This is an optimization exercise on Yosys and OpenROAD, whose aim is small area, a short achievable clock period and few clock cycles, not a production implementation. In this exercise RTL edits were held to simulation tests only and were not proved equivalent to the original.

**flow/constraint.sdc**
```tcl
create_clock -name core_clock -period 12.0 [get_ports {clock}]
set_input_delay 2.4000 -clock core_clock [delete_from_list [all_inputs] [get_ports {clock}]]
set_output_delay 2.4000 -clock core_clock [all_outputs]
set_load 0.01 [all_outputs]
```
**flow/run.sh**
```bash
#!/bin/bash
# synth_recipe.tcl (not shown) runs the flow's synth.tcl, then flattens the netlist and writes it again
# the make line also repeats each setting of config.mk as NAME=value (left out here)
make -C /OpenROAD-flow-scripts/flow DESIGN_CONFIG=/design/flow/config.mk WORK_HOME=/design/flow/orfs CLKGATE_MAP_FILE= SYNTH_SCRIPT=/design/flow/synth_recipe.tcl finish
```
**flow/design.v**
```verilog
`timescale 1ns / 1ps
module abs_diff_7(
    input [7:0] x,
    input [7:0] y,
    output [7:0] absdiff
    );
	 assign absdiff = (x>y) ? x-y : y-x;
endmodule
`timescale 1ns / 1ps
module abs_diff_9(
    input [9:0] x,
    input [9:0] y,
    output [9:0] absdiff
    );
	 assign absdiff = (x>y) ? x-y : y-x;
endmodule
`timescale 1ns / 1ps
module abs_val_8
    (input signed [8:0] v,
     output wire [7:0] absv);
     assign absv = (v[8] == 1) ? ((~v)+1) : v;
endmodule
`timescale 1ns / 1ps
module quadrant(
    input signed [8:0] x,
    input signed [8:0] y,
    output [1:0] q
    );
	 wire [1:0] x_p;
	 wire [1:0] x_n;
	 assign x_p = (y >= 0) ? 0 : 3;
	 assign x_n = (y >= 0) ? 1 : 2;
	 assign q = (x >= 0) ? x_p : x_n;
endmodule
`timescale 1ns / 1ps
module polar_to_cartesian
    (input [11:0] r_theta,  
     output reg signed [8:0] x_value,  
     output reg signed [8:0] y_value);
	parameter POS = 9'sb0_0000_0001;
	parameter NEG = 9'sb1_1111_1111;
   parameter ZERO = 9'sb0_0000_0000;
   wire [31:0] rsin_15deg;  
   wire [31:0] rsin_30deg;  
   wire [31:0] rsin_45deg;  
   wire [31:0] rsin_60deg;  
   wire [31:0] rsin_75deg;  
   assign rsin_15deg = (r_theta[7:0]*66) >> 8;  
   assign rsin_30deg = r_theta[7:0] >> 2;  
   assign rsin_45deg = (r_theta[7:0]*181) >> 8;             
   assign rsin_60deg = (r_theta[7:0]*222) >> 8;  
   assign rsin_75deg = (r_theta[7:0]*247) >> 8;
   always @(*) begin
      case (r_theta[11:8])
         4'h1: begin  
            x_value = POS*rsin_75deg[7:0]; 
            y_value = POS*rsin_15deg[7:0];
         end
         4'h2: begin  
            x_value = POS*rsin_60deg[7:0]; 
            y_value = POS*rsin_30deg[7:0];
         end
         4'h3: begin  
            x_value = POS*rsin_45deg[7:0]; 
            y_value = POS*rsin_45deg[7:0];
         end
         4'h4: begin  
            x_value = POS*rsin_30deg[7:0]; 
            y_value = POS*rsin_60deg[7:0];
         end
         4'h5: begin  
            x_value = POS*rsin_15deg[7:0]; 
            y_value = POS*rsin_75deg[7:0];
         end
         4'h6: begin  
            x_value = POS*ZERO; 
            y_value = POS*r_theta[7:0];
         end
         4'h7: begin  
            x_value = NEG*rsin_15deg[7:0]; 
            y_value = POS*rsin_75deg[7:0];
         end
         4'h8: begin  
            x_value = NEG*rsin_30deg[7:0]; 
            y_value = POS*rsin_60deg[7:0];
         end
         4'h9: begin  
            x_value = NEG*rsin_45deg[7:0]; 
            y_value = POS*rsin_45deg[7:0];
         end
         4'hA: begin  
            x_value = NEG*rsin_60deg[7:0]; 
            y_value = POS*rsin_30deg[7:0];
         end
         4'hB: begin  
            x_value = NEG*rsin_75deg[7:0]; 
            y_value = POS*rsin_15deg[7:0];
         end
         4'hC: begin  
            x_value = NEG*r_theta[7:0]; 
            y_value = ZERO;
         end
         default: begin  
            x_value = POS*r_theta[7:0]; 
            y_value = ZERO;
         end
      endcase
   end
endmodule
`timescale 1ns / 1ps
module calc_abs7rtan_00_75_15
    (input [7:0] r,
     output wire [7:0] abs7rtan_15,
     output wire [7:0] abs7rtan_30,
     output wire [7:0] abs7rtan_45,
     output wire [9:0] abs7rtan_60,
     output wire [9:0] abs7rtan_75);
		wire signed [31:0] rtan_15deg;  
		wire signed [31:0] rtan_30deg;  
		wire signed [31:0] rtan_60deg;  
		wire signed [31:0] rtan_75deg;  
		assign rtan_15deg = (r*16'sh0225) >>> 11;
		assign rtan_30deg = (r*16'sh024f) >>> 10;
		assign rtan_60deg = (r*16'sh0DDB) >>> 11;
		assign rtan_75deg = (r*16'sh1DDB) >>> 11;
		assign abs7rtan_15 = rtan_15deg[7:0];
		assign abs7rtan_30 = rtan_30deg[7:0];
		assign abs7rtan_45 = r;
		assign abs7rtan_60 = rtan_60deg[9:0];
		assign abs7rtan_75 = rtan_75deg[9:0];
endmodule
`timescale 1ns / 1ps
module find_min_5_vals_cascading(
    input [7:0] input1,
    input [7:0] input2,
    input [7:0] input3,
    input [7:0] input4,
    input [7:0] input5,
    output [2:0] output_index
    );
	wire comp1_2;
	wire comp2_3;
	wire comp3_4;
	wire comp4_5;
	assign comp1_2 = input1 >= input2;
	assign comp2_3 = input2 >= input3;
	assign comp3_4 = input3 >= input4;
	assign comp4_5 = input4 >= input5;
	wire is1;
	wire is5;
	wire is2;
	wire is4;
	assign is1 = ((!comp1_2) & (!comp2_3) & (!comp3_4) & (!comp4_5));
	assign is5 = (comp1_2 & comp2_3 & comp3_4 & comp4_5);
	assign is2 = ((!is1) & (!is5) & (!comp2_3) & (!comp3_4));
	assign is4 = ((!is1) & (!is5) & (comp2_3) & (comp3_4));
	assign output_index = is1 ? 3'h1 : (is5 ? 3'h5 : (is2 ? 3'h2 : (is4 ? 3'h4 : 3'h3)));
endmodule
`timescale 1ns / 1ps
module calc_r_y_theta(
   input [7:0] y,
   input [7:0] x,  
   input [3:0] theta,
   output reg [7:0] r);
   wire [31:0] r_15deg;  
   wire [31:0] r_30deg;  
   wire [31:0] r_45deg;  
   wire [31:0] r_60deg;  
   wire [31:0] r_75deg;  
   assign r_15deg = (y*989) >> 10;
   assign r_30deg = y >> 9;
   assign r_45deg = (y*362) >> 10;
   assign r_60deg = (y*296) >> 10;
   assign r_75deg = (y*265) >> 10;
   always @(*) begin
      case(theta)
         1: r = r_15deg[7:0];
         2: r = r_30deg[7:0];
         3: r = r_45deg[7:0];
         4: r = r_60deg[7:0];
         5: r = r_75deg[7:0];
         6: r = y;  
         default: r = x;  
      endcase
   end
endmodule
`timescale 1ns / 1ps
module orientation_math
    (input [11:0] r_theta_original,  
     input [11:0] r_theta_final,  
     input clock,
     input enable,
     input reset,
     output reg done,
     output reg [4:0] orientation);
	parameter DEG360 = 5'h18;
	parameter DEG180 = 5'h0C;
	parameter ERROR_FACTOR = 4;
	reg [3:0] state;
	parameter IDLE 			 	= 4'h0;
	parameter SHORTCUT_TEST		= 4'h1;
	parameter SHORTCUT_TEST_2	= 4'h2;
	parameter PTC					= 4'h3;
	parameter DELTAS				= 4'h4;
	parameter ABS_DELTA_QUAD 	= 4'h5;
	parameter DX_TAN				= 4'h6;
	parameter ABS_DIFF			= 4'h7;
	parameter BASE_ANGLE_CALC	= 4'h8;
	parameter CALC_ORIENTATION	= 4'h9;
	parameter REPORT			 	= 4'hF;
	reg [4:0] original_base_angle;
	reg [4:0] shortcut_quadrant_adjust;
	reg signed [8:0] x_original;
	reg signed [8:0] y_original;
	reg signed [8:0] x_final;
	reg signed [8:0] y_final;
	wire signed [8:0] x_original_t;
	wire signed [8:0] y_original_t;
	wire signed [8:0] x_final_t;
	wire signed [8:0] y_final_t;
	polar_to_cartesian ptc_original (.r_theta(r_theta_original),.x_value(x_original_t),.y_value(y_original_t));
	polar_to_cartesian ptc_final (.r_theta(r_theta_final),.x_value(x_final_t),.y_value(y_final_t));
	reg signed [8:0] delta_y;
	reg signed [8:0] delta_x;
	wire [7:0] abs_delta_x_t;
	wire [7:0] abs_delta_y_t;
	reg [7:0] abs_delta_x;
	reg [7:0] abs_delta_y;
	reg [1:0] quadrant;
	wire [1:0] quadrant_t;
	abs_val_8 absx (.v(delta_x),.absv(abs_delta_x_t));
	abs_val_8 absy (.v(delta_y),.absv(abs_delta_y_t));
	quadrant q1 (.x(delta_x),.y(delta_y),.q(quadrant_t));
	reg [7:0] abs_dx_tan15;
	reg [7:0] abs_dx_tan30;
	reg [7:0] abs_dx_tan45;
	reg [9:0] abs_dx_tan60;
	reg [9:0] abs_dx_tan75;
	wire [7:0] abs_dx_tan15_t;
	wire [7:0] abs_dx_tan30_t;
	wire [7:0] abs_dx_tan45_t;
	wire [9:0] abs_dx_tan60_t;
	wire [9:0] abs_dx_tan75_t;
	calc_abs7rtan_00_75_15 abstan(.r(abs_delta_x),.abs7rtan_15(abs_dx_tan15_t),
											 .abs7rtan_30(abs_dx_tan30_t),.abs7rtan_45(abs_dx_tan45_t),
											 .abs7rtan_60(abs_dx_tan60_t),.abs7rtan_75(abs_dx_tan75_t));
	reg [7:0] diff_15;
	reg [7:0] diff_30;
	reg [7:0] diff_45;
	reg [7:0] diff_60;
	reg [7:0] diff_75;
	wire [7:0] diff_15_t;
	wire [7:0] diff_30_t;
	wire [7:0] diff_45_t;
	wire [9:0] diff_60_t;
	wire [9:0] diff_75_t;
	abs_diff_7 abdiff15 (.y(abs_delta_y),.x(abs_dx_tan15),.absdiff(diff_15_t));
	abs_diff_7 abdiff30 (.y(abs_delta_y),.x(abs_dx_tan30),.absdiff(diff_30_t));
	abs_diff_7 abdiff45 (.y(abs_delta_y),.x(abs_dx_tan45),.absdiff(diff_45_t));
	abs_diff_9 abdiff60 (.y({2'b00,abs_delta_y}),.x(abs_dx_tan60),.absdiff(diff_60_t));
	abs_diff_9 abdiff75 (.y({2'b00,abs_delta_y}),.x(abs_dx_tan75),.absdiff(diff_75_t));
	reg [2:0] base_angle;
	wire [2:0] base_angle_t;
	find_min_5_vals_cascading min5( 	.input1(diff_15),.input2(diff_30),
												.input3(diff_45),.input4(diff_60),
												.input5(diff_75),.output_index(base_angle_t));
   always @(posedge clock) begin
      if (reset) begin
         state <= IDLE;
         done <= 0;
			orientation <= 5'h00;
      end
      else begin
         case(state)
				SHORTCUT_TEST: begin
					if (r_theta_original[11:8] == r_theta_final[11:8]) begin
						original_base_angle <= {1'b0,r_theta_original[11:8]};
						shortcut_quadrant_adjust <= (r_theta_final[7:0] >= r_theta_original[7:0]) ? 0 : 12;
						state <= SHORTCUT_TEST_2;
					end
					else begin
						state <= PTC;
					end
				end
				SHORTCUT_TEST_2: begin
					orientation <= original_base_angle + shortcut_quadrant_adjust;
					state <= REPORT;
				end
				PTC: begin
					x_original <= x_original_t;
					y_original <= y_original_t;
					x_final <= x_final_t;
					y_final <= y_final_t;
					state <= DELTAS;
				end
				DELTAS: begin
					delta_x <= x_final - x_original;
					delta_y <= y_final - y_original;
					state <= ABS_DELTA_QUAD;
				end
				ABS_DELTA_QUAD: begin
					abs_delta_x <= abs_delta_x_t;
					abs_delta_y <= abs_delta_y_t;
					quadrant <= quadrant_t;
					state <= DX_TAN;
				end
				DX_TAN: begin
					if (abs_delta_y <= ERROR_FACTOR) begin
						orientation <= 0 + (delta_x < 0 ? 12 : 0);
						state <= REPORT;
					end
					else if (abs_delta_x <= ERROR_FACTOR) begin
						orientation <= 6 + (delta_y < 0 ? 12 : 0);
						state <= REPORT;
					end
					else begin
						abs_dx_tan15 <= abs_dx_tan15_t;
						abs_dx_tan30 <= abs_dx_tan30_t;
						abs_dx_tan45 <= abs_dx_tan45_t;
						abs_dx_tan60 <= abs_dx_tan60_t;
						abs_dx_tan75 <= abs_dx_tan75_t;
						state <= ABS_DIFF;
					end
				end
				ABS_DIFF: begin
					diff_15 <= diff_15_t;
					diff_30 <= diff_30_t;
					diff_45 <= diff_45_t;
					diff_60 <= diff_60_t > 8'hFF ? 8'hFE : diff_60_t[7:0];  
					diff_75 <= diff_75_t > 8'hFF ? 8'hFF : diff_75_t[7:0];
					state <= BASE_ANGLE_CALC;
   			end
				BASE_ANGLE_CALC: begin
					base_angle <= base_angle_t;
					state <= CALC_ORIENTATION;
				end
				CALC_ORIENTATION: begin
					case(quadrant)
						1: orientation <= (DEG180 - base_angle);  
						2: orientation <= (DEG180 + base_angle);  
						3: orientation <= (DEG360 - base_angle);  
						default: orientation <= base_angle;  
					endcase
					state <= REPORT;
				end
				REPORT: begin
					done <= 1;
					state <= IDLE;
					if (orientation >= DEG360) begin
						orientation <= orientation - DEG360;
					end
				end
				default: begin
					if (enable) begin
						state <= SHORTCUT_TEST;
						done <= 0;
					end
				end
			endcase
		end
	end
endmodule
`timescale 1ns / 1ps
module path_math
    (input [11:0] location,  
     input [11:0] target,  
     input [4:0] current_orientation,  
     input clock,
     input enable,
     input reset,
     output reg done,
     output [4:0] needed_orientation,  
     output [11:0] move_command);  
   wire [7:0] xm_l, ym_l, xm_t, ym_t;
   wire       xs_l, xs_t;
   ptc_mag ptc_l (.r_theta(location), .xm(xm_l), .ym(ym_l), .xs(xs_l));
   ptc_mag ptc_t (.r_theta(target),   .xm(xm_t), .ym(ym_t), .xs(xs_t));
   wire       xsame = (xs_t == xs_l);
   wire [9:0] ex_s = {1'b0, xm_t, xsame} + {xsame, xm_l ^ {8{xsame}}, xsame};
   wire [9:0] dy_s = {1'b0, ym_t, 1'b1} + {1'b1, ~ym_l, 1'b1};
   wire [8:0] ex_t = ex_s[9:1];
   wire [8:0] dy_t = dy_s[9:1];
   reg [8:0] ex, dy;
   reg       exneg, busy;
   always @(posedge clock) begin
      ex <= ex_t;
      dy <= dy_t;
      exneg <= xs_t;
      busy <= enable & ~reset;
   end
   wire       ex_nz = |ex;
   wire       dxneg = exneg ? ((ex_nz & ~ex[8]) | (ex == 9'h100)) : ex[8];
   wire       dyneg = dy[8];
   wire [1:0] quad = {dyneg, dxneg ^ dyneg};  
   wire       sx = ex[8];
   wire       sy = dy[8];
   wire [7:0] ac = ex[7:0] ^ {8{sx}};
   wire [7:0] yc = dy[7:0] ^ {8{sy}};
   wire [7:0] y, a;
   pm_abs ab (.ac(ac), .sx(sx), .yc(yc), .sy(sy), .y(y), .a(a));
   wire ysmall = dy[8] ? (dy[7:0] >= 8'hFC) : (dy[7:0] <= 8'd4);
   wire asmall = ex[8] ? ((ex[7:0] >= 8'hFC) || (ex[7:0] == 8'h00)) : (ex[7:0] <= 8'd4);
   wire c12, c23, c34, c45;
   pm_compare cmp (.a(a), .y(y), .c12(c12), .c23(c23), .c34(c34), .c45(c45));
   wire       same = (location[11:8] == target[11:8]);
   wire [4:0] sum_s = {1'b0, location[11:8]} + ((target[7:0] >= location[7:0]) ? 5'd0 : 5'd12);
   wire [4:0] need_s_t = (sum_s >= 5'd24) ? sum_s - 5'd24 : sum_s;
   reg  [2:0] ba_s_t;
   always @(*) begin
      case (quad)
         2'd1: ba_s_t = 3'd4 - need_s_t[2:0];
         2'd2: ba_s_t = need_s_t[2:0] + 3'd4;
         2'd3: ba_s_t = 3'd0 - need_s_t[2:0];
         default: ba_s_t = need_s_t[2:0];
      endcase
   end
   wire use_a = same ? (ba_s_t == 3'd0 || ba_s_t == 3'd7) : ysmall;
   reg       r_c12, r_c23, r_c34, r_c45, r_ysmall, r_asmall, r_same;
   reg [1:0] r_quad;
   reg [4:0] need_s, cur;
   reg [7:0] ry;
   always @(posedge clock) begin
      if (reset) begin
         done <= 1'b0;
      end else if (busy) begin
         done <= 1'b1;
      end else if (enable) begin
         done <= 1'b0;
      end
      if (busy) begin
         r_c12 <= c12;
         r_c23 <= c23;
         r_c34 <= c34;
         r_c45 <= c45;
         r_ysmall <= ysmall;
         r_asmall <= asmall;
         r_same <= same;
         r_quad <= quad;
         need_s <= need_s_t;
         cur <= current_orientation;
         ry <= use_a ? a : y;
      end
   end
   wire is1 = ~r_c12 & ~r_c23 & ~r_c34 & ~r_c45;
   wire is5 = r_c12 & r_c23 & r_c34 & r_c45;
   wire is2 = ~is1 & ~is5 & ~r_c23 & ~r_c34;
   wire is4 = ~is1 & ~is5 & r_c23 & r_c34;
   wire [2:0] b = is1 ? 3'd1 : (is5 ? 3'd5 : (is2 ? 3'd2 : (is4 ? 3'd4 : 3'd3)));
   wire o_dyneg = r_quad[1];
   wire o_dxneg = r_quad[1] ^ r_quad[0];
   reg [4:0] need_n;
   always @(*) begin
      if (r_ysmall) need_n = o_dxneg ? 5'd12 : 5'd0;
      else if (r_asmall) need_n = o_dyneg ? 5'd18 : 5'd6;
      else case (r_quad)
         2'd1: need_n = 5'd12 - b;
         2'd2: need_n = 5'd12 + b;
         2'd3: need_n = 5'd24 - b;
         default: need_n = {2'b00, b};
      endcase
   end
   reg [2:0] ba_s;
   always @(*) begin
      case (r_quad)
         2'd1: ba_s = 3'd4 - need_s[2:0];
         2'd2: ba_s = need_s[2:0] + 3'd4;
         2'd3: ba_s = 3'd0 - need_s[2:0];
         default: ba_s = need_s[2:0];
      endcase
   end
   wire [4:0] need = r_same ? need_s : need_n;
   wire [2:0] ba = r_same ? ba_s : (r_ysmall ? 3'd0 : (r_asmall ? 3'd6 : b));
   wire [6:0] d1, d3, d4, d5;
   pm_distance dd (.y(ry), .d1(d1), .d3(d3), .d4(d4), .d5(d5));
   reg  [6:0]  dist_v;
   always @(*) begin
      case (ba)
         3'd1: dist_v = d1;
         3'd2: dist_v = 7'd0;
         3'd3: dist_v = d3;
         3'd4: dist_v = d4;
         3'd5: dist_v = d5;
         default: dist_v = ry[6:0];   
      endcase
   end
   wire [4:0] angle = need - cur + ((cur > need) ? 5'd24 : 5'd0);
   assign needed_orientation = need;
   assign move_command = {angle, dist_v};
endmodule
module ptc_mag
    (input [11:0] r_theta,
     output reg [7:0] xm,
     output reg [7:0] ym,
     output xs);
   wire [7:0] r = r_theta[7:0];
   wire [3:0] t = r_theta[11:8];
   wire [6:0] m15;                    
   wire [7:0] m30 = {2'b00, r[7:2]};
   wire [7:0] m45, m60, m75;          
   pm_ptc_products pp (.r(r), .m15(m15), .m45(m45), .m60(m60), .m75(m75));
   wire [2:0] k = (t <= 4'd6) ? t[2:0] : ((t <= 4'd12) ? 3'd4 - t[2:0] : 3'd0);
   assign xs = (t >= 4'd7) && (t <= 4'd12);
   wire j1 = (k == 3'd1) | (k == 3'd5);
   wire j2 = (k == 3'd2) | (k == 3'd4);
   wire j3 = (k == 3'd3);
   wire j0 = ~(j1 | j2 | j3);
   wire [7:0] sm = ({8{j1}} & {1'b0, m15}) | ({8{j2}} & m30) | ({8{j3}} & m45);
   wire [7:0] lg = ({8{j1}} & m75) | ({8{j2}} & m60) | ({8{j3}} & m45) | ({8{j0}} & r);
   wire swap = (k >= 3'd4);
   always @(*) begin
      xm = swap ? sm : lg;
      ym = swap ? lg : sm;
   end
endmodule
module pm_ptc_products
   (input [7:0] r,
    output [6:0] m15,
    output [7:0] m45,
    output [7:0] m60,
    output [7:0] m75);
   wire p_1;
   wire p_2;
   wire p_3;
   wire p_4;
   wire p_5;
   wire p_6;
   wire p_7;
   wire p_8;
   wire p_9;
   wire p_10;
   wire p_11;
   wire p_12;
   wire p_13;
   wire p_14;
   wire p_15;
   wire p_16;
   wire p_17;
   wire p_18;
   wire p_19;
   wire p_20;
   wire p_21;
   wire p_22;
   wire p_23;
   wire p_24;
   wire p_25;
   wire p_26;
   wire p_27;
   wire p_28;
   wire p_29;
   wire p_30;
   wire p_31;
   wire p_32;
   wire p_33;
   wire p_34;
   wire p_35;
   wire p_36;
   wire p_37;
   wire p_38;
   wire p_40;
   wire p_41;
   wire p_42;
   wire p_43;
   wire p_44;
   wire p_45;
   wire p_46;
   wire p_47;
   wire p_48;
   wire p_49;
   wire p_50;
   wire p_51;
   wire p_52;
   wire p_53;
   wire p_54;
   wire p_55;
   wire p_56;
   wire p_57;
   wire p_58;
   wire p_59;
   wire p_60;
   wire p_61;
   wire p_62;
   wire p_63;
   wire p_64;
   wire p_65;
   wire p_66;
   wire p_67;
   wire p_68;
   wire p_69;
   wire p_70;
   wire p_71;
   wire p_73;
   wire p_74;
   wire p_75;
   wire p_76;
   wire p_77;
   wire p_78;
   wire p_79;
   wire p_80;
   wire p_81;
   wire p_82;
   wire p_83;
   wire p_84;
   wire p_85;
   wire p_86;
   wire p_87;
   wire p_88;
   wire p_89;
   wire p_90;
   wire p_91;
   wire p_92;
   wire p_93;
   wire p_94;
   wire p_95;
   wire p_96;
   wire p_97;
   wire p_98;
   wire p_99;
   wire p_100;
   wire p_101;
   wire p_102;
   wire p_103;
   wire p_104;
   wire [13:0] p_s0 = {1'b0, r[7], r[6], r[5], r[4], r[3], r[2], r[1], r[0], r[4], r[3], r[2], r[1], r[0]} + {1'b0, 1'b0, 1'b0, 1'b0, 1'b0, 1'b0, r[7], r[6], r[5], 1'b0, 1'b0, 1'b0, 1'b0, 1'b0};
   assign p_1 = r[7] ^ r[5];
   assign p_2 = r[7] & r[5];
   assign p_3 = r[6] ^ r[4];
   assign p_4 = r[6] & r[4];
   assign p_5 = r[7] ^ r[5];
   assign p_6 = r[7] & r[5];
   assign p_7 = r[5] ^ r[3];
   assign p_8 = r[5] & r[3];
   assign p_9 = r[6] ^ r[4] ^ r[2];
   assign p_10 = (r[6] & r[4]) | (r[6] & r[2]) | (r[4] & r[2]);
   assign p_11 = p_1 ^ r[3] ^ r[2];
   assign p_12 = (p_1 & r[3]) | (p_1 & r[2]) | (r[3] & r[2]);
   assign p_13 = p_3 ^ r[3] ^ r[1];
   assign p_14 = (p_3 & r[3]) | (p_3 & r[1]) | (r[3] & r[1]);
   assign p_15 = p_5 ^ r[4] ^ r[2];
   assign p_16 = (p_5 & r[4]) | (p_5 & r[2]) | (r[4] & r[2]);
   assign p_17 = r[6] ^ r[5] ^ r[3];
   assign p_18 = (r[6] & r[5]) | (r[6] & r[3]) | (r[5] & r[3]);
   assign p_19 = r[7] ^ r[6];
   assign p_20 = r[7] & r[6];
   assign p_21 = r[4] ^ r[2];
   assign p_22 = r[4] & r[2];
   assign p_23 = p_7 ^ r[1] ^ r[0];
   assign p_24 = (p_7 & r[1]) | (p_7 & r[0]) | (r[1] & r[0]);
   assign p_25 = p_9 ^ r[1] ^ p_8;
   assign p_26 = (p_9 & r[1]) | (p_9 & p_8) | (r[1] & p_8);
   assign p_27 = p_11 ^ r[0] ^ p_10;
   assign p_28 = (p_11 & r[0]) | (p_11 & p_10) | (r[0] & p_10);
   assign p_29 = p_13 ^ p_2 ^ p_12;
   assign p_30 = (p_13 & p_2) | (p_13 & p_12) | (p_2 & p_12);
   assign p_31 = p_15 ^ p_4 ^ p_14;
   assign p_32 = (p_15 & p_4) | (p_15 & p_14) | (p_4 & p_14);
   assign p_33 = p_17 ^ p_6 ^ p_16;
   assign p_34 = (p_17 & p_6) | (p_17 & p_16) | (p_6 & p_16);
   assign p_35 = p_19 ^ r[4] ^ p_18;
   assign p_36 = (p_19 & r[4]) | (p_19 & p_18) | (r[4] & p_18);
   assign p_37 = r[7] ^ r[5] ^ p_20;
   assign p_38 = (r[7] & r[5]) | (r[7] & p_20) | (r[5] & p_20);
   wire [15:0] p_s39 = {1'b0, r[7], r[6], p_37, p_35, p_33, p_31, p_29, p_27, p_25, p_23, p_21, r[3], r[2], r[1], r[0]} + {1'b0, 1'b0, p_38, p_36, p_34, p_32, p_30, p_28, p_26, p_24, p_22, r[0], r[1], r[0], 1'b0, 1'b0};
   assign p_40 = ~r[0];
   assign p_41 = ~r[1];
   assign p_42 = ~r[2];
   assign p_43 = ~r[3];
   assign p_44 = ~r[4];
   assign p_45 = ~r[0];
   assign p_46 = ~r[5];
   assign p_47 = ~r[1];
   assign p_48 = ~r[6];
   assign p_49 = ~r[2];
   assign p_50 = ~r[7];
   assign p_51 = ~r[3];
   assign p_52 = ~r[4];
   assign p_53 = ~r[5];
   assign p_54 = ~r[6];
   assign p_55 = ~r[7];
   assign p_56 = p_44 ^ p_45;
   assign p_57 = p_44 & p_45;
   assign p_58 = p_46 ^ p_47;
   assign p_59 = p_46 & p_47;
   assign p_60 = p_48 ^ p_49;
   assign p_61 = p_48 & p_49;
   assign p_62 = p_50 ^ p_51 ^ r[0];
   assign p_63 = (p_50 & p_51) | (p_50 & r[0]) | (p_51 & r[0]);
   assign p_64 = p_52 ^ r[1] ^ 1'b1;
   assign p_65 = (p_52 & r[1]) | (p_52 & 1'b1) | (r[1] & 1'b1);
   assign p_66 = p_53 ^ r[2] ^ 1'b1;
   assign p_67 = (p_53 & r[2]) | (p_53 & 1'b1) | (r[2] & 1'b1);
   assign p_68 = p_54 ^ r[3] ^ 1'b1;
   assign p_69 = (p_54 & r[3]) | (p_54 & 1'b1) | (r[3] & 1'b1);
   assign p_70 = p_55 ^ r[4] ^ 1'b1;
   assign p_71 = (p_55 & r[4]) | (p_55 & 1'b1) | (r[4] & 1'b1);
   wire [14:0] p_s72 = {r[7], r[6], r[5], p_70, p_68, p_66, p_64, p_62, p_60, p_58, p_56, p_43, p_42, p_41, p_40} + {1'b1, 1'b1, p_71, p_69, p_67, p_65, p_63, p_61, p_59, p_57, 1'b1, 1'b0, 1'b0, 1'b0, 1'b1};
   assign p_73 = ~r[0];
   assign p_74 = ~r[1];
   assign p_75 = ~r[2];
   assign p_76 = ~r[3];
   assign p_77 = ~r[0];
   assign p_78 = ~r[4];
   assign p_79 = ~r[1];
   assign p_80 = ~r[5];
   assign p_81 = ~r[2];
   assign p_82 = ~r[6];
   assign p_83 = ~r[3];
   assign p_84 = ~r[7];
   assign p_85 = ~r[4];
   assign p_86 = ~r[5];
   assign p_87 = ~r[6];
   assign p_88 = ~r[7];
   assign p_89 = p_76 ^ p_77;
   assign p_90 = p_76 & p_77;
   assign p_91 = p_78 ^ p_79;
   assign p_92 = p_78 & p_79;
   assign p_93 = p_80 ^ p_81;
   assign p_94 = p_80 & p_81;
   assign p_95 = p_82 ^ p_83;
   assign p_96 = p_82 & p_83;
   assign p_97 = p_84 ^ p_85;
   assign p_98 = p_84 & p_85;
   assign p_99 = p_86 ^ r[0] ^ 1'b1;
   assign p_100 = (p_86 & r[0]) | (p_86 & 1'b1) | (r[0] & 1'b1);
   assign p_101 = p_87 ^ r[1] ^ 1'b1;
   assign p_102 = (p_87 & r[1]) | (p_87 & 1'b1) | (r[1] & 1'b1);
   assign p_103 = p_88 ^ r[2] ^ 1'b1;
   assign p_104 = (p_88 & r[2]) | (p_88 & 1'b1) | (r[2] & 1'b1);
   wire [15:0] p_s105 = {r[7], r[6], r[5], r[4], r[3], p_103, p_101, p_99, p_97, p_95, p_93, p_91, p_89, p_75, p_74, p_73} + {1'b1, 1'b1, 1'b1, 1'b1, p_104, p_102, p_100, p_98, p_96, p_94, p_92, p_90, 1'b1, 1'b0, 1'b0, 1'b1};
   assign m15 = {p_s0[13], p_s0[12], p_s0[11], p_s0[10], p_s0[9], p_s0[8], p_s0[7]};
   assign m45 = {p_s39[15], p_s39[14], p_s39[13], p_s39[12], p_s39[11], p_s39[10], p_s39[9], p_s39[8]};
   assign m60 = {p_s72[14], p_s72[13], p_s72[12], p_s72[11], p_s72[10], p_s72[9], p_s72[8], p_s72[7]};
   assign m75 = {p_s105[15], p_s105[14], p_s105[13], p_s105[12], p_s105[11], p_s105[10], p_s105[9], p_s105[8]};
endmodule
module pm_compare
   (input [7:0] a,
    input [7:0] y,
    output c12,
    output c23,
    output c34,
    output c45);
   wire c_0;
   wire c_1;
   wire c_2;
   wire c_3;
   wire c_4;
   wire c_5;
   wire c_6;
   wire c_7;
   wire c_8;
   wire c_9;
   wire c_10;
   wire c_11;
   wire c_12;
   wire c_13;
   wire c_14;
   wire c_15;
   wire c_17;
   wire c_18;
   wire c_19;
   wire c_20;
   wire c_21;
   wire c_22;
   wire c_23;
   wire c_24;
   wire c_25;
   wire c_26;
   wire c_27;
   wire c_28;
   wire c_29;
   wire c_30;
   wire c_31;
   wire c_32;
   wire c_33;
   wire c_34;
   wire c_35;
   wire c_36;
   wire c_37;
   wire c_38;
   wire c_39;
   wire c_40;
   wire c_41;
   wire c_42;
   wire c_43;
   wire c_44;
   wire c_45;
   wire c_46;
   wire c_47;
   wire c_48;
   wire c_49;
   wire c_50;
   wire c_51;
   wire c_52;
   wire c_53;
   wire c_54;
   wire c_55;
   wire c_56;
   wire c_58;
   wire c_59;
   wire c_60;
   wire c_61;
   wire c_62;
   wire c_63;
   wire c_64;
   wire c_66;
   wire c_67;
   wire c_68;
   wire c_69;
   wire c_70;
   wire c_71;
   wire c_72;
   wire c_73;
   wire c_74;
   wire c_75;
   wire c_76;
   wire c_77;
   wire c_78;
   wire c_79;
   wire c_80;
   wire c_81;
   wire c_82;
   wire c_83;
   wire c_84;
   wire c_85;
   wire c_86;
   wire c_87;
   wire c_88;
   wire c_89;
   wire c_90;
   wire c_91;
   wire c_92;
   wire c_93;
   wire c_94;
   wire c_95;
   wire c_96;
   wire c_98;
   wire c_99;
   wire c_100;
   wire c_101;
   wire c_102;
   wire c_103;
   wire c_104;
   wire c_105;
   wire c_107;
   wire c_108;
   wire c_109;
   wire c_110;
   wire c_111;
   wire c_112;
   wire c_113;
   wire c_114;
   wire c_115;
   wire c_116;
   wire c_117;
   wire c_118;
   wire c_119;
   wire c_120;
   wire c_121;
   wire c_122;
   wire c_123;
   wire c_124;
   wire c_125;
   wire c_126;
   wire c_127;
   wire c_128;
   wire c_129;
   wire c_130;
   wire c_131;
   wire c_132;
   wire c_133;
   wire c_134;
   wire c_135;
   wire c_136;
   wire c_137;
   wire c_139;
   wire c_140;
   wire c_141;
   wire c_142;
   wire c_143;
   wire c_144;
   wire c_145;
   wire c_146;
   wire c_147;
   wire c_148;
   wire c_149;
   wire c_150;
   wire c_151;
   wire c_152;
   wire c_153;
   wire c_154;
   wire c_155;
   wire c_156;
   wire c_157;
   wire c_158;
   wire c_159;
   wire c_160;
   wire c_161;
   wire c_162;
   wire c_163;
   wire c_164;
   wire c_165;
   wire c_166;
   wire c_167;
   wire c_168;
   wire c_169;
   wire c_170;
   wire c_172;
   wire c_173;
   wire c_174;
   wire c_175;
   wire c_176;
   wire c_177;
   wire c_178;
   wire c_179;
   wire c_180;
   wire c_181;
   wire c_182;
   wire c_184;
   wire c_185;
   wire c_186;
   wire c_187;
   wire c_188;
   wire c_189;
   wire c_190;
   wire c_191;
   wire c_192;
   wire c_193;
   wire c_194;
   wire c_195;
   wire c_196;
   wire c_197;
   wire c_198;
   wire c_199;
   wire c_200;
   wire c_201;
   wire c_202;
   wire c_203;
   wire c_204;
   wire c_205;
   wire c_206;
   wire c_207;
   wire c_208;
   wire c_209;
   wire c_210;
   wire c_212;
   wire c_213;
   wire c_214;
   wire c_215;
   wire c_216;
   wire c_217;
   wire c_218;
   wire c_219;
   assign c_0 = a[5] ^ a[3];
   assign c_1 = a[5] & a[3];
   assign c_2 = a[6] ^ a[4] ^ a[1];
   assign c_3 = (a[6] & a[4]) | (a[6] & a[1]) | (a[4] & a[1]);
   assign c_4 = a[7] ^ a[5] ^ a[2];
   assign c_5 = (a[7] & a[5]) | (a[7] & a[2]) | (a[5] & a[2]);
   assign c_6 = a[6] ^ a[3];
   assign c_7 = a[6] & a[3];
   assign c_8 = a[7] ^ a[4] ^ a[0];
   assign c_9 = (a[7] & a[4]) | (a[7] & a[0]) | (a[4] & a[0]);
   assign c_10 = a[5] ^ a[1];
   assign c_11 = a[5] & a[1];
   assign c_12 = a[6] ^ a[2];
   assign c_13 = a[6] & a[2];
   assign c_14 = a[7] ^ a[3];
   assign c_15 = a[7] & a[3];
   wire [17:0] c_s16 = {1'b0, a[7], a[6], a[5], a[4], c_14, c_12, c_10, c_8, c_6, c_4, c_2, c_0, a[4], a[3], a[2], a[1], a[0]} + {1'b0, 1'b0, 1'b0, 1'b0, c_15, c_13, c_11, c_9, c_7, c_5, c_3, c_1, a[0], a[2], a[1], a[0], 1'b0, 1'b0};
   assign c_17 = ~a[0];
   assign c_18 = ~a[1];
   assign c_19 = ~a[2];
   assign c_20 = ~a[3];
   assign c_21 = ~a[4];
   assign c_22 = ~a[5];
   assign c_23 = ~a[6];
   assign c_24 = ~a[7];
   assign c_25 = a[5] ^ a[3];
   assign c_26 = a[5] & a[3];
   assign c_27 = a[6] ^ a[4] ^ a[1];
   assign c_28 = (a[6] & a[4]) | (a[6] & a[1]) | (a[4] & a[1]);
   assign c_29 = a[7] ^ a[5] ^ a[2];
   assign c_30 = (a[7] & a[5]) | (a[7] & a[2]) | (a[5] & a[2]);
   assign c_31 = a[6] ^ a[3];
   assign c_32 = a[6] & a[3];
   assign c_33 = a[7] ^ a[4];
   assign c_34 = a[7] & a[4];
   assign c_35 = c_23 ^ a[2];
   assign c_36 = c_23 & a[2];
   assign c_37 = c_24 ^ a[3] ^ a[1];
   assign c_38 = (c_24 & a[3]) | (c_24 & a[1]) | (a[3] & a[1]);
   assign c_39 = a[4] ^ a[2] ^ 1'b1;
   assign c_40 = (a[4] & a[2]) | (a[4] & 1'b1) | (a[2] & 1'b1);
   assign c_41 = c_25 ^ a[0] ^ 1'b1;
   assign c_42 = (c_25 & a[0]) | (c_25 & 1'b1) | (a[0] & 1'b1);
   assign c_43 = c_27 ^ 1'b1 ^ c_26;
   assign c_44 = (c_27 & 1'b1) | (c_27 & c_26) | (1'b1 & c_26);
   assign c_45 = c_29 ^ 1'b1 ^ c_28;
   assign c_46 = (c_29 & 1'b1) | (c_29 & c_28) | (1'b1 & c_28);
   assign c_47 = c_31 ^ 1'b1 ^ c_30;
   assign c_48 = (c_31 & 1'b1) | (c_31 & c_30) | (1'b1 & c_30);
   assign c_49 = c_33 ^ 1'b1 ^ c_32;
   assign c_50 = (c_33 & 1'b1) | (c_33 & c_32) | (1'b1 & c_32);
   assign c_51 = a[5] ^ 1'b1 ^ c_34;
   assign c_52 = (a[5] & 1'b1) | (a[5] & c_34) | (1'b1 & c_34);
   assign c_53 = a[6] ^ 1'b1;
   assign c_54 = a[6] & 1'b1;
   assign c_55 = a[7] ^ 1'b1;
   assign c_56 = a[7] & 1'b1;
   wire [17:0] c_s57 = {1'b1, c_55, c_53, c_51, c_49, c_47, c_45, c_43, c_41, c_39, c_37, c_35, c_22, c_21, c_20, c_19, c_18, c_17} + {c_56, c_54, c_52, c_50, c_48, c_46, c_44, c_42, c_40, c_38, c_36, a[0], a[1], a[0], 1'b0, 1'b0, 1'b0, 1'b1};
   assign c_58 = ~c_s16[11];
   assign c_59 = ~c_s16[12];
   assign c_60 = ~c_s16[13];
   assign c_61 = ~c_s16[14];
   assign c_62 = ~c_s16[15];
   assign c_63 = ~c_s16[16];
   assign c_64 = ~c_s16[17];
   wire [9:0] c_s65 = {1'b1, a[7], a[6], a[5], a[4], a[3], a[2], a[1], a[0], c_58} + {1'b0, 1'b1, 1'b1, c_64, c_63, c_62, c_61, c_60, c_59, 1'b1};
   assign c_66 = ~a[0];
   assign c_67 = ~c_s16[11];
   assign c_68 = ~a[1];
   assign c_69 = ~c_s16[12];
   assign c_70 = ~a[2];
   assign c_71 = ~c_s16[13];
   assign c_72 = ~a[3];
   assign c_73 = ~c_s16[14];
   assign c_74 = ~a[4];
   assign c_75 = ~c_s16[15];
   assign c_76 = ~a[5];
   assign c_77 = ~c_s16[16];
   assign c_78 = ~a[6];
   assign c_79 = ~c_s16[17];
   assign c_80 = ~a[7];
   assign c_81 = c_66 ^ c_67;
   assign c_82 = c_66 & c_67;
   assign c_83 = c_68 ^ c_69;
   assign c_84 = c_68 & c_69;
   assign c_85 = c_70 ^ a[0] ^ c_71;
   assign c_86 = (c_70 & a[0]) | (c_70 & c_71) | (a[0] & c_71);
   assign c_87 = c_72 ^ a[1] ^ c_73;
   assign c_88 = (c_72 & a[1]) | (c_72 & c_73) | (a[1] & c_73);
   assign c_89 = c_74 ^ a[2] ^ c_75;
   assign c_90 = (c_74 & a[2]) | (c_74 & c_75) | (a[2] & c_75);
   assign c_91 = c_76 ^ a[3] ^ c_77;
   assign c_92 = (c_76 & a[3]) | (c_76 & c_77) | (a[3] & c_77);
   assign c_93 = c_78 ^ a[4] ^ c_79;
   assign c_94 = (c_78 & a[4]) | (c_78 & c_79) | (a[4] & c_79);
   assign c_95 = c_80 ^ a[5] ^ 1'b1;
   assign c_96 = (c_80 & a[5]) | (c_80 & 1'b1) | (a[5] & 1'b1);
   wire [10:0] c_s97 = {1'b1, a[7], a[6], c_95, c_93, c_91, c_89, c_87, c_85, c_83, c_81} + {1'b0, 1'b1, c_96, c_94, c_92, c_90, c_88, c_86, c_84, c_82, 1'b1};
   assign c_98 = ~c_s57[10];
   assign c_99 = ~c_s57[11];
   assign c_100 = ~c_s57[12];
   assign c_101 = ~c_s57[13];
   assign c_102 = ~c_s57[14];
   assign c_103 = ~c_s57[15];
   assign c_104 = ~c_s57[16];
   assign c_105 = ~c_s57[17];
   wire [10:0] c_s106 = {1'b1, 1'b1, y[7], y[6], y[5], y[4], y[3], y[2], y[1], y[0], c_98} + {1'b0, 1'b0, 1'b1, c_105, c_104, c_103, c_102, c_101, c_100, c_99, 1'b1};
   assign c_107 = ~c_s16[11];
   assign c_108 = ~c_s16[12];
   assign c_109 = ~c_s16[13];
   assign c_110 = ~c_s16[14];
   assign c_111 = ~c_s16[15];
   assign c_112 = ~c_s16[16];
   assign c_113 = ~c_s16[17];
   assign c_114 = c_s106[0] ^ c_107;
   assign c_115 = c_s106[0] & c_107;
   assign c_116 = c_s106[1] ^ c_108;
   assign c_117 = c_s106[1] & c_108;
   assign c_118 = c_s106[2] ^ c_109;
   assign c_119 = c_s106[2] & c_109;
   assign c_120 = c_s106[3] ^ c_110;
   assign c_121 = c_s106[3] & c_110;
   assign c_122 = c_s106[4] ^ c_111;
   assign c_123 = c_s106[4] & c_111;
   assign c_124 = c_s106[5] ^ c_112;
   assign c_125 = c_s106[5] & c_112;
   assign c_126 = c_s106[6] ^ c_113;
   assign c_127 = c_s106[6] & c_113;
   assign c_128 = c_s106[7] ^ 1'b1;
   assign c_129 = c_s106[7] & 1'b1;
   assign c_130 = c_s106[8] ^ 1'b1;
   assign c_131 = c_s106[8] & 1'b1;
   assign c_132 = c_s106[9] ^ 1'b1;
   assign c_133 = c_s106[9] & 1'b1;
   assign c_134 = c_s106[10] ^ 1'b1;
   assign c_135 = c_s106[10] & 1'b1;
   assign c_136 = c_s106[10] ^ 1'b1;
   assign c_137 = c_s106[10] & 1'b1;
   wire [11:0] c_s138 = {c_136, c_134, c_132, c_130, c_128, c_126, c_124, c_122, c_120, c_118, c_116, c_114} + {c_135, c_133, c_131, c_129, c_127, c_125, c_123, c_121, c_119, c_117, c_115, 1'b1};
   assign c_139 = ~a[0];
   assign c_140 = ~a[1];
   assign c_141 = ~a[2];
   assign c_142 = ~a[3];
   assign c_143 = ~a[4];
   assign c_144 = ~a[5];
   assign c_145 = ~a[6];
   assign c_146 = ~a[7];
   assign c_147 = c_s106[0] ^ c_139;
   assign c_148 = c_s106[0] & c_139;
   assign c_149 = c_s106[1] ^ c_140;
   assign c_150 = c_s106[1] & c_140;
   assign c_151 = c_s106[2] ^ c_141;
   assign c_152 = c_s106[2] & c_141;
   assign c_153 = c_s106[3] ^ c_142;
   assign c_154 = c_s106[3] & c_142;
   assign c_155 = c_s106[4] ^ c_143;
   assign c_156 = c_s106[4] & c_143;
   assign c_157 = c_s106[5] ^ c_144;
   assign c_158 = c_s106[5] & c_144;
   assign c_159 = c_s106[6] ^ c_145;
   assign c_160 = c_s106[6] & c_145;
   assign c_161 = c_s106[7] ^ c_146;
   assign c_162 = c_s106[7] & c_146;
   assign c_163 = c_s106[8] ^ 1'b1;
   assign c_164 = c_s106[8] & 1'b1;
   assign c_165 = c_s106[9] ^ 1'b1;
   assign c_166 = c_s106[9] & 1'b1;
   assign c_167 = c_s106[10] ^ 1'b1;
   assign c_168 = c_s106[10] & 1'b1;
   assign c_169 = c_s106[10] ^ 1'b1;
   assign c_170 = c_s106[10] & 1'b1;
   wire [11:0] c_s171 = {c_169, c_167, c_165, c_163, c_161, c_159, c_157, c_155, c_153, c_151, c_149, c_147} + {c_168, c_166, c_164, c_162, c_160, c_158, c_156, c_154, c_152, c_150, c_148, 1'b1};
   assign c_172 = ~c_s97[0];
   assign c_173 = ~c_s97[1];
   assign c_174 = ~c_s97[2];
   assign c_175 = ~c_s97[3];
   assign c_176 = ~c_s97[4];
   assign c_177 = ~c_s97[5];
   assign c_178 = ~c_s97[6];
   assign c_179 = ~c_s97[7];
   assign c_180 = ~c_s97[8];
   assign c_181 = ~c_s97[9];
   assign c_182 = ~c_s97[10];
   wire [11:0] c_s183 = {1'b1, c_182, c_181, y[7], y[6], y[5], y[4], y[3], y[2], y[1], y[0], c_172} + {1'b0, 1'b0, 1'b0, c_180, c_179, c_178, c_177, c_176, c_175, c_174, c_173, 1'b1};
   assign c_184 = ~c_s97[0];
   assign c_185 = ~c_s97[1];
   assign c_186 = ~c_s97[2];
   assign c_187 = ~c_s97[3];
   assign c_188 = ~c_s97[4];
   assign c_189 = ~c_s97[5];
   assign c_190 = ~c_s97[6];
   assign c_191 = ~c_s97[7];
   assign c_192 = ~c_s97[8];
   assign c_193 = ~c_s97[9];
   assign c_194 = ~c_s97[10];
   assign c_195 = y[0] ^ c_184;
   assign c_196 = y[0] & c_184;
   assign c_197 = y[1] ^ c_185;
   assign c_198 = y[1] & c_185;
   assign c_199 = y[2] ^ c_186;
   assign c_200 = y[2] & c_186;
   assign c_201 = y[3] ^ c_187;
   assign c_202 = y[3] & c_187;
   assign c_203 = y[4] ^ c_188;
   assign c_204 = y[4] & c_188;
   assign c_205 = y[5] ^ c_189;
   assign c_206 = y[5] & c_189;
   assign c_207 = y[6] ^ c_190;
   assign c_208 = y[6] & c_190;
   assign c_209 = y[7] ^ c_191;
   assign c_210 = y[7] & c_191;
   wire [11:0] c_s211 = {1'b1, c_194, c_193, c_192, c_209, c_207, c_205, c_203, c_201, c_199, c_197, c_195} + {1'b0, 1'b0, 1'b0, c_210, c_208, c_206, c_204, c_202, c_200, c_198, c_196, 1'b1};
   assign c_212 = c_s65[0] ^ y[0];
   assign c_213 = c_s65[1] ^ y[1];
   assign c_214 = c_s65[2] ^ y[2];
   assign c_215 = c_s65[3] ^ y[3];
   assign c_216 = c_s65[4] ^ y[4];
   assign c_217 = c_s65[5] ^ y[5];
   assign c_218 = c_s65[6] ^ y[6];
   assign c_219 = c_s65[7] ^ y[7];
   assign c12 = ~c_s138[11];
   assign c23 = ~c_s171[11];
   assign c34 = ~c_s183[11];
   assign c45 = ~c_s211[11] | (~c_s65[9] & c_s65[8] & ~(c_212 | c_213 | c_214 | c_215 | c_216 | c_217 | c_218 | c_219));
endmodule
module pm_distance
   (input [7:0] y,
    output [6:0] d1,
    output [6:0] d3,
    output [6:0] d4,
    output [6:0] d5);
   wire q_1;
   wire q_2;
   wire q_3;
   wire q_4;
   wire q_5;
   wire q_6;
   wire q_7;
   wire q_8;
   wire q_9;
   wire q_10;
   wire q_11;
   wire q_12;
   wire q_13;
   wire q_14;
   wire q_15;
   wire q_16;
   wire q_17;
   wire q_18;
   wire q_19;
   wire q_20;
   wire q_21;
   wire q_22;
   wire q_23;
   wire q_24;
   wire q_26;
   wire q_27;
   wire q_28;
   wire q_29;
   wire q_30;
   wire q_31;
   wire q_32;
   wire q_33;
   wire q_34;
   wire q_35;
   wire q_36;
   wire q_37;
   wire q_38;
   wire q_39;
   wire q_40;
   wire q_41;
   wire q_42;
   wire q_43;
   wire q_44;
   wire q_45;
   wire [11:0] q_s0 = {1'b0, y[7], y[6], y[5], y[4], y[3], y[2], y[1], y[0], y[2], y[1], y[0]} + {1'b0, 1'b0, 1'b0, 1'b0, y[7], y[6], y[5], y[4], y[3], 1'b0, 1'b0, 1'b0};
   assign q_1 = ~q_s0[0];
   assign q_2 = ~q_s0[1];
   assign q_3 = ~q_s0[2];
   assign q_4 = ~q_s0[3];
   assign q_5 = ~q_s0[4];
   assign q_6 = ~q_s0[5];
   assign q_7 = ~q_s0[6];
   assign q_8 = ~q_s0[7];
   assign q_9 = ~q_s0[8];
   assign q_10 = ~q_s0[9];
   assign q_11 = ~q_s0[10];
   assign q_12 = ~q_s0[11];
   assign q_13 = q_1 ^ y[2];
   assign q_14 = q_1 & y[2];
   assign q_15 = q_2 ^ y[3];
   assign q_16 = q_2 & y[3];
   assign q_17 = q_3 ^ y[4];
   assign q_18 = q_3 & y[4];
   assign q_19 = q_4 ^ y[5];
   assign q_20 = q_4 & y[5];
   assign q_21 = q_5 ^ y[6];
   assign q_22 = q_5 & y[6];
   assign q_23 = q_6 ^ y[7];
   assign q_24 = q_6 & y[7];
   wire [16:0] q_s25 = {y[6], y[5], y[4], y[3], y[2], y[1], y[0], q_8, q_7, q_23, q_21, q_19, q_17, q_15, q_13, y[1], y[0]} + {1'b1, 1'b1, 1'b1, q_12, q_11, q_10, q_9, 1'b0, q_24, q_22, q_20, q_18, q_16, q_14, 1'b1, 1'b0, 1'b0};
   assign q_26 = q_s0[0] ^ q_s0[2];
   assign q_27 = q_s0[0] & q_s0[2];
   assign q_28 = q_s0[1] ^ q_s0[3] ^ y[5];
   assign q_29 = (q_s0[1] & q_s0[3]) | (q_s0[1] & y[5]) | (q_s0[3] & y[5]);
   assign q_30 = q_s0[2] ^ q_s0[4] ^ y[6];
   assign q_31 = (q_s0[2] & q_s0[4]) | (q_s0[2] & y[6]) | (q_s0[4] & y[6]);
   assign q_32 = q_s0[3] ^ q_s0[5] ^ y[7];
   assign q_33 = (q_s0[3] & q_s0[5]) | (q_s0[3] & y[7]) | (q_s0[5] & y[7]);
   assign q_34 = q_s0[4] ^ q_s0[6];
   assign q_35 = q_s0[4] & q_s0[6];
   assign q_36 = q_s0[5] ^ q_s0[7];
   assign q_37 = q_s0[5] & q_s0[7];
   assign q_38 = q_s0[6] ^ q_s0[8];
   assign q_39 = q_s0[6] & q_s0[8];
   assign q_40 = q_s0[7] ^ q_s0[9];
   assign q_41 = q_s0[7] & q_s0[9];
   assign q_42 = q_s0[8] ^ q_s0[10];
   assign q_43 = q_s0[8] & q_s0[10];
   assign q_44 = q_s0[9] ^ q_s0[11];
   assign q_45 = q_s0[9] & q_s0[11];
   wire [15:0] q_s46 = {q_s0[11], q_s0[10], q_44, q_42, q_40, q_38, q_36, q_34, q_32, q_30, q_28, q_26, q_s0[1], q_s0[0], y[1], y[0]} + {1'b0, q_45, q_43, q_41, q_39, q_37, q_35, q_33, q_31, q_29, q_27, y[4], y[3], y[2], 1'b0, 1'b0};
   wire [13:0] q_s47 = {q_s0[11], q_s0[10], q_s0[9], q_s0[8], q_s0[7], q_s0[6], q_s0[5], q_s0[4], q_s0[3], q_s0[2], q_s0[1], q_s0[0], y[1], y[0]} + {1'b0, 1'b0, 1'b0, 1'b0, 1'b0, 1'b0, y[7], y[6], y[5], y[4], y[3], y[2], 1'b0, 1'b0};
   wire [16:0] q_s48 = {1'b0, y[7], y[6], y[5], y[4], y[3], y[2], y[1], y[0], q_s0[7], q_s0[6], q_s0[5], q_s0[4], q_s0[3], q_s0[2], q_s0[1], q_s0[0]} + {1'b0, 1'b0, 1'b0, 1'b0, 1'b0, q_s0[11], q_s0[10], q_s0[9], q_s0[8], 1'b0, 1'b0, 1'b0, 1'b0, 1'b0, 1'b0, 1'b0, 1'b0};
   assign d1 = {q_s25[16], q_s25[15], q_s25[14], q_s25[13], q_s25[12], q_s25[11], q_s25[10]};
   assign d3 = {q_s46[15], q_s46[14], q_s46[13], q_s46[12], q_s46[11], q_s46[10], q_s46[9]};
   assign d4 = {q_s47[13], q_s47[12], q_s47[11], q_s47[10], q_s47[9], q_s47[8], q_s47[7]};
   assign d5 = {q_s48[16], q_s48[15], q_s48[14], q_s48[13], q_s48[12], q_s48[11], q_s48[10]};
endmodule
module pm_abs
   (input [7:0] ac,
    input sx,
    input [7:0] yc,
    input sy,
    output [7:0] y,
    output [7:0] a);
   wire [7:0] i_s0 = {yc[7], yc[6], yc[5], yc[4], yc[3], yc[2], yc[1], yc[0]} + {1'b0, 1'b0, 1'b0, 1'b0, 1'b0, 1'b0, 1'b0, sy};
   wire [7:0] i_s1 = {ac[7], ac[6], ac[5], ac[4], ac[3], ac[2], ac[1], ac[0]} + {1'b0, 1'b0, 1'b0, 1'b0, 1'b0, 1'b0, 1'b0, sx};
   assign y = {i_s0[7], i_s0[6], i_s0[5], i_s0[4], i_s0[3], i_s0[2], i_s0[1], i_s0[0]};
   assign a = {i_s1[7], i_s1[6], i_s1[5], i_s1[4], i_s1[3], i_s1[2], i_s1[1], i_s1[0]};
endmodule
```
**flow/config.mk**
```make
export PLATFORM = sky130hd
export DESIGN_NAME = path_math
export DESIGN_NICKNAME = path_math
export VERILOG_FILES = /design/flow/design.v
export SDC_FILE = /design/flow/constraint.sdc
export NUM_CORES = 4
export LEC_CHECK = 0
export CAP_MARGIN = 0
export CORE_MARGIN = 2
export CORE_UTILIZATION = 60
export SETUP_SLACK_MARGIN = 5
export SLEW_MARGIN = 0
```
==> results of run 1 <==
-- flip-flops by register name (all words and copies together), names as in the netlist, 2 cells and up --
name	cells
cur	5
dy	9
ex	9
need_s	5
r_quad	2
ry	8
-- worst paths after layout --
path / from / endpoint / slack, ns
worst min register to register: busy / done / 0.48
worst max register to register: ex[4] / r_c45 / 5.23
worst max-delay path: location[7] / ex[6] / 5.15
worst min-delay path: busy / done / 0.48
-- kinds of logic after synthesis --
| logic type | count (synthesis) | share of synthesized area |
|---|---|---|
| mux | 23 | 0.0179 |
| xor+xnor | 158 | 0.103 |
| fa+ha+maj | 366 | 0.356 |
| simple gates | 414 | 0.150 |
| flops | 48 | 0.0896 |
| compound gates | 453 | 0.214 |
| buf+inv | 247 | 0.0698 |
-- through the flow --
step	hold WS (ns)	utilization	setup slack, ns
floorplan	0.525	-	5.08
global placement	0.461	0.641	3.68
detailed placement	0.465	0.641	3.59
CTS	0.481	0.667	4.90
global route	0.522	0.704	4.91
finish	0.480	0.704	5.15
-- tightest hold or removal path, cell delays in order, from the launching register on --
cell,delay (ns)
dfxtp_1,0.34
a21oi_1,0.04
nor2_1,0.07
-- cell type report --
cell class / count / share of cell area
well taps: 285 / 0.0224
repair buffers: 132 / 0.0674
multi-input cells: 1414 / 0.773
clock inverters: 2 / 0.000788
clock buffers: 6 / 0.00811
inverters: 201 / 0.0499
flip-flops and latches: 48 / 0.0780
-- what timing repair did --
action | 4_1_cts | 5_1_grt
endpoints found under the setup margin | 32 | 28
pin swaps | 14 | 57
resized for setup | 104 | 165
hold buffers | 0 | 0
buffers inserted | 34 | 39
-- cells in the mapped netlist, drive strengths merged (37+ instances only) --
master and instances:
a21oi 132, clkbuf 37, fa 41, ha 325
inv 198, nand2 82, nand3 41, nor2 107
nor3 42, o21ai 98, xnor2 102, xor2 56
-- metal layers --
layer  track usage  up-vias  routed length, um
li1              -     6249                  -
met1         0.369     5878              15600
met2         0.526      300              17700
met3        0.0192       66               1350
met4        0.0948        2                927
met5             0        -                 13
==> impl_metrics.csv, run 1 <==
group,metric,value,unit
detailed_routing,first_pass_iters,5,
cells_and_area,drive_above_1_share,0.148,
setup_path,path_max_fanout,12,
place,port_buffers,49,
clock_tree,cts_tree,"done",
setup_path,critPathArrivalTime,7.07,ns
detailed_routing,wl_per_cell,17.1,um
timing,relSlewSlack,0.311,
timing,skew,0.00915,ns
timing,rsz0062_at_grt,"true",
synth,synth_flop_cell,"edfxtp_1",
timing,min_period_over_period,0.571,
synth,synth_cells,1709,
setup_path,worstSetupPathType,"input port to register",
global_route,grt_max_degree,28,
place,gp_congestion,0.932,
detailed_routing,antenna_left,0,
cells_and_area,final_cell_mix,"ha_1, inv_1, a21oi_1, nor2_1, xnor2_1",
die,pin_count,50,
synth,seq_area_frac_synth,0.0896,
setup_path,end_kind,"register",
detailed_routing,wl,35700,um
timing,tns,0,ns
global_route,grt_pass1_vias,12265,
cells_and_area,syn_to_final_growth,15.6,%
clock_tree,insertion_delay,0.29,ns
setup_path,crit_path_start_kind,"input port",
setup_path,cp.required,12.22,ns
synth,synth_top_area_cell,"ha_1",
setup_path,path_buf_inv,3,
synth,synth_area,13700,um2
detailed_routing,vias,12495,
setup_path,crit_slowest_cell,"fa_1",
setup_path,path_depth,21,
place,hpwl,27900,um
timing,worstMarginPinSlew,1.03,ns
setup_path,r2r_cells,29,
cells_and_area,num_antenna_cells,0,
cells_and_area,layout_commonest_cell,"ha_1",
die,die_h,155,um
place,dp_cells,2007,
place,placed_area,14500,um2
die,core_area,22600,um2
cells_and_area,fillCellCount,1903,
min_path,hold_class,"register to register",
job,max-cap-violations,0,
status,status,"complete, no violations",
global_route,antenna_found_initial,1,
clock_tree,cts.sinks,48,
detailed_routing,drc_errors,0,
setup_path,crit_path_max_incr_delay,0.48,ns
global_route,grt_pass1_wl,58300,um
synth,syn_avg_cell_area,8.04,um2
die,chipWidth,155,um
cells_and_area,fin_area,15900,um2
setup_path,path_cells,"clkbuf_4 > ha_4 > inv_1 > fa_1 > inv_1 > fa_1 > ha_4 > nand3_2 > o21ai_4 > xor2_1 > nand3_1 > a31o_2 > xor2_1 > ha_1 > nor2b_1 > o21a_1 > o21a_1 > o21a_1 > o31a_1 > a21oi_1 > xnor2_1",
timing,period_needed,6.85,ns
die,placementRows,55,
synth,synth.area.top_cells,"ha_1, xnor2_1, fa_1",
die,start_util,0.609,
clock_tree,cts.htree.levels,2,
timing,finalMaxSlewViolations,0,
cells_and_area,regArea,1240,um2
min_path,holdPathStages,2,
timing,finalHoldViolations,0,
global_route,grt_use_total,0.291,
synth,yosys_warnings,2,
synth,synth.distinct_cells,86,
detailed_routing,drtIter0Drc,763,
cells_and_area,finalNetCount,2200,
synth,synth_top_area_share,0.296,
timing,finalSetupViolations,0,
synth,syn-num-nets,2107,
synth,ys_async_sr_fraction,0,
global_route,overflow,0,
synth,synth_edf_count,27,
timing,max_freq,146,MHz
clock_tree,cts_buffer_depth,2,
clock_tree,path_clk_slew,0.07,ns
cells_and_area,finalNonFillerCells,2088,
detailed_routing,via_per_inst,5.98,
clock_tree,cts-root-buf,"clkbuf_16",
cells_and_area,multi_input_area,12300,um2
setup_path,cp_common_cell,"o21a_1",
clock_tree,cts_buffers,5,
die,die_area,24100,um2
synth,ys_seq_elements,48,
setup_path,crit_family,"adder cells",
Testbench counts, summed over its fixed seeds: cycles 32,000.
==> run 2, diff against run 1 <==
==> flow/flow/run.sh (new file) <==
#!/bin/bash
set -euo pipefail
sed -E 's/SETUP_SLACK_MARGIN=[0-9.]+/SETUP_SLACK_MARGIN=5.6/' standard.sh > standard_margin.sh
bash standard_margin.sh > orfs_make.log 2>&1
==> flow/standard.sh (new file) <==
#!/bin/bash
# synth_recipe.tcl (not shown) runs the flow's synth.tcl, then flattens the netlist and writes it again
# the make line also repeats each setting of config.mk as NAME=value (left out here)
make -C /OpenROAD-flow-scripts/flow DESIGN_CONFIG=/design/flow/config.mk WORK_HOME=/design/flow/orfs CLKGATE_MAP_FILE= SYNTH_SCRIPT=/design/flow/synth_recipe.tcl "${@:-finish}"
--- a/flow/config.mk
+++ b/flow/config.mk
@@ -7,3 +7,3 @@
 export LEC_CHECK = 0
-export CAP_MARGIN = 0
+export CAP_MARGIN = 5
 export CORE_MARGIN = 2
@@ -11,2 +11,2 @@
 export SETUP_SLACK_MARGIN = 5
-export SLEW_MARGIN = 0
+export SLEW_MARGIN = 5
removed: flow/run.sh
==> run 2 against run 1 <==
Compared with the run above: still clean on timing, DRC and antenna; sequential share of layout area is 0.66 points lower; worst hold slack improved by 0.028 ns; global-route usage is 1.2 points higher; non-clock buffer count rose by 65; synthesized area unchanged; die area is the same; fmax up 0.69%; final area increased by 9.9%; largest cell class unchanged.
==> impl_metrics.csv, run 2 <==
group,metric,value,unit
status,status,"complete, no violations",
detailed_routing,wl_per_cell,18.2,um
timing,min_period_over_period,0.567,
detailed_routing,via_per_inst,6.08,
synth,synth.distinct_cells,86,
timing,skew,0.00775,ns
min_path,hp-start,"done",
clock_tree,cts_tree,"done",
detailed_routing,drtIter0Drc,735,
clock_tree,insertion_delay,0.29,ns
die,core_area,22600,um2
synth,seq_area_frac_synth,0.0896,
clock_tree,cts.sinks,48,
synth,ys_async_sr_fraction,0,
timing,finalHoldViolations,0,
timing,hold_ws,0.508,ns
cells_and_area,final_core_utilization,0.773,
global_route,grt_pass1_wl,60300,um
die,pin_count,50,
synth,synth_edf_count,27,
synth,synth_area,13700,um2
timing,max_freq,147,MHz
setup_path,reg2reg_setup_slack,5.20,ns
timing,rsz0062_at_grt,"true",
detailed_routing,drt-met1-wl,16700,um
place,hpwl,27900,um
cells_and_area,syn_to_final_growth,27.0,%
synth,synth_flop_cell,"edfxtp_1",
setup_path,crit_family,"adder cells",
detailed_routing,wl,39100,um
detailed_routing,route.met3.wl,1310,um
cells_and_area,finalNetCount,2265,
place,port_buffers,49,
synth,ys_seq_elements,48,
synth,syn-num-nets,2107,
setup_path,critPathArrivalTime,6.84,ns
clock_tree,cts-root-buf,"clkbuf_16",
synth,yosys_warnings,2,
detailed_routing,antenna_left,0,
setup_path,rr_startpoint,"ex[4]",
setup_path,end_kind,"register",
synth,syn_avg_cell_area,8.04,um2
clock_tree,cts_buffer_depth,2,
setup_path,worstSetupPathType,"register to register",
setup_path,r2r_cells,33,
global_route,grt_max_degree,25,
place,gp_congestion,0.916,
synth,synth_top_area_cell,"ha_1",
detailed_routing,vias,13081,
synth,synthMostInstantiatedCell,"ha_1",
min_path,holdPathEnd,"done",
timing,tns,0,ns
global_route,overflow,0,
setup_path,r2r-end,"r_c45",
cells_and_area,num_antenna_cells,0,
setup_path,crit_slowest_cell,"fa_1",
setup_path,cp.required,12.04,ns
cells_and_area,final_cell_mix,"ha_1, inv_1, buf_4, nor2_1, xnor2_1",
synth,synth_top_cells_by_count,"ha_1, inv_1, a21oi_1",
die,die_h,155,um
detailed_routing,top_layer_used,"met4",
die,die_area,24100,um2
clock_tree,cts.htree.levels,2,
timing,period_needed,6.80,ns
setup_path,crit_path_start_kind,"register",
die,placementRows,55,
global_route,grt_use_total,0.303,
setup_path,crit_path_max_incr_delay,0.60,ns
timing,finalSetupViolations,0,
synth,synth_top_area_share,0.296,
clock_tree,path_clk_slew,0.07,ns
global_route,antenna_found_initial,0,
timing,finalMaxSlewViolations,0,
timing,relSlewSlack,0.218,
die,start_util,0.609,
cells_and_area,drive_above_1_share,0.244,
setup_path,path_max_fanout,4,
die,chipWidth,155,um
global_route,grt_pass1_vias,12456,
min_path,holdPathStages,2,
min_path,hold_class,"register to register",
cells_and_area,biggestRegsByFlops,"dy (9), ex (9), ry (8)",
setup_path,path_buf_inv,3,
clock_tree,cts_buffers,5,
detailed_routing,wl_met2,20100,um
cells_and_area,layout_commonest_cell,"ha_1",
job,max-cap-violations,0,
synth,synth.area.top_cells,"ha_1, xnor2_1, fa_1",
detailed_routing,first_pass_iters,6,
timing,worstMarginPinSlew,1.17,ns
synth,synth_cells,1709,
detailed_routing,drc_errors,0,
-- run 2: cell counts after synthesis --
No cell type changed its count.
-- run 2: kinds of logic after synthesis --
logic type               synth area share
flip-flops                         0.0896
multiplexers                       0.0179
AND/OR/NAND/NOR                     0.150
buffers and inverters              0.0698
XOR/XNOR                            0.103
AO/OA/AOI/OAI                       0.214
adder cells (fa/ha/maj)             0.356
-- run 2: area by class of cell --
class / instances / area [um2]
well taps: 285 / 357
repair buffers: 197 / 1720
multi-input cells: 1414 / 13100
clock buffers: 8 / 179
fillers: 1581 / 5120
inverters: 201 / 807
flip-flops and latches: 48 / 1240
-- run 2: timing repair --
action	4_1_cts	5_1_grt
endpoints found under the hold margin	0	0
gates resized for setup	301	148
setup buffers	99	43
hold buffers	0	0
pin swaps	123	141
setup endpoints to repair	38	33
-- run 2: per-layer routing --
metal,track usage,vias up
li1,-,6406
met4,0.0848,0
met1,0.378,6272
met2,0.562,325
met5,0,-
met3,0.0181,78
-- run 2: per-stage QoR --
step	std cells	worst slack [ns]	cell area, um2
6_report	2153	5.20	17500
3_5_place_dp	2003	3.83	14600
5_1_grt	2153	5.01	17500
4_1_cts	2110	5.22	16400
2_1_floorplan	1709	5.49	13900
3_3_place_gp	2003	3.94	14600
-- run 2: worst min-delay path: cells and delay by family, from the launching register on --
kind	cells	cell delay (ns)
AOI/OAI and AO/OA	1	0.07
and+or+nand+nor	1	0.07
DFF	1	0.33
-- run 2: worst max-delay path by stage --
stage                             to  slack [ns]        start  cells past startpoint
floorplan                      ex[8]        5.49  location[7]                     22
global placement               ex[7]        3.94  location[5]                     22
detailed placement             ex[7]        3.83  location[5]                     22
CTS                 move_command[11]        5.22        r_c12                     21
global route                   r_c45        5.01        ex[4]                     32
finish                         r_c45        5.20        ex[4]                     33

re-timing with driven ports:
In the flow no input, the clock included, has a driving cell. The finished layouts below were timed again as built, in two steps.
Step 1, drivers: a clkbuf_16 drives clock and a buf_2 each remaining input, both assumed.
Step 2, shift: input delay + t, output delay - t, t = (earliest + latest rising clock arrival at the registers) / 2. This alone moves slack from input paths to output paths.
a / b / c = no drivers / after step 1 / after step 2; a / b = the first two.
run	shift t [ns]	setup slack, ns	worst hold slack (ns)
run 1	0.335	5.150 / 5.110 / 4.842	0.480 / 0.480 / 0.480
run 2	0.330	5.197 / 5.197 / 4.902	0.508 / 0.508 / 0.508
After both steps setup and hold are still met in every run listed. The setup slack of run 1, which loses most, moves by -0.040 ns with the drivers and by -0.308 ns with both steps.
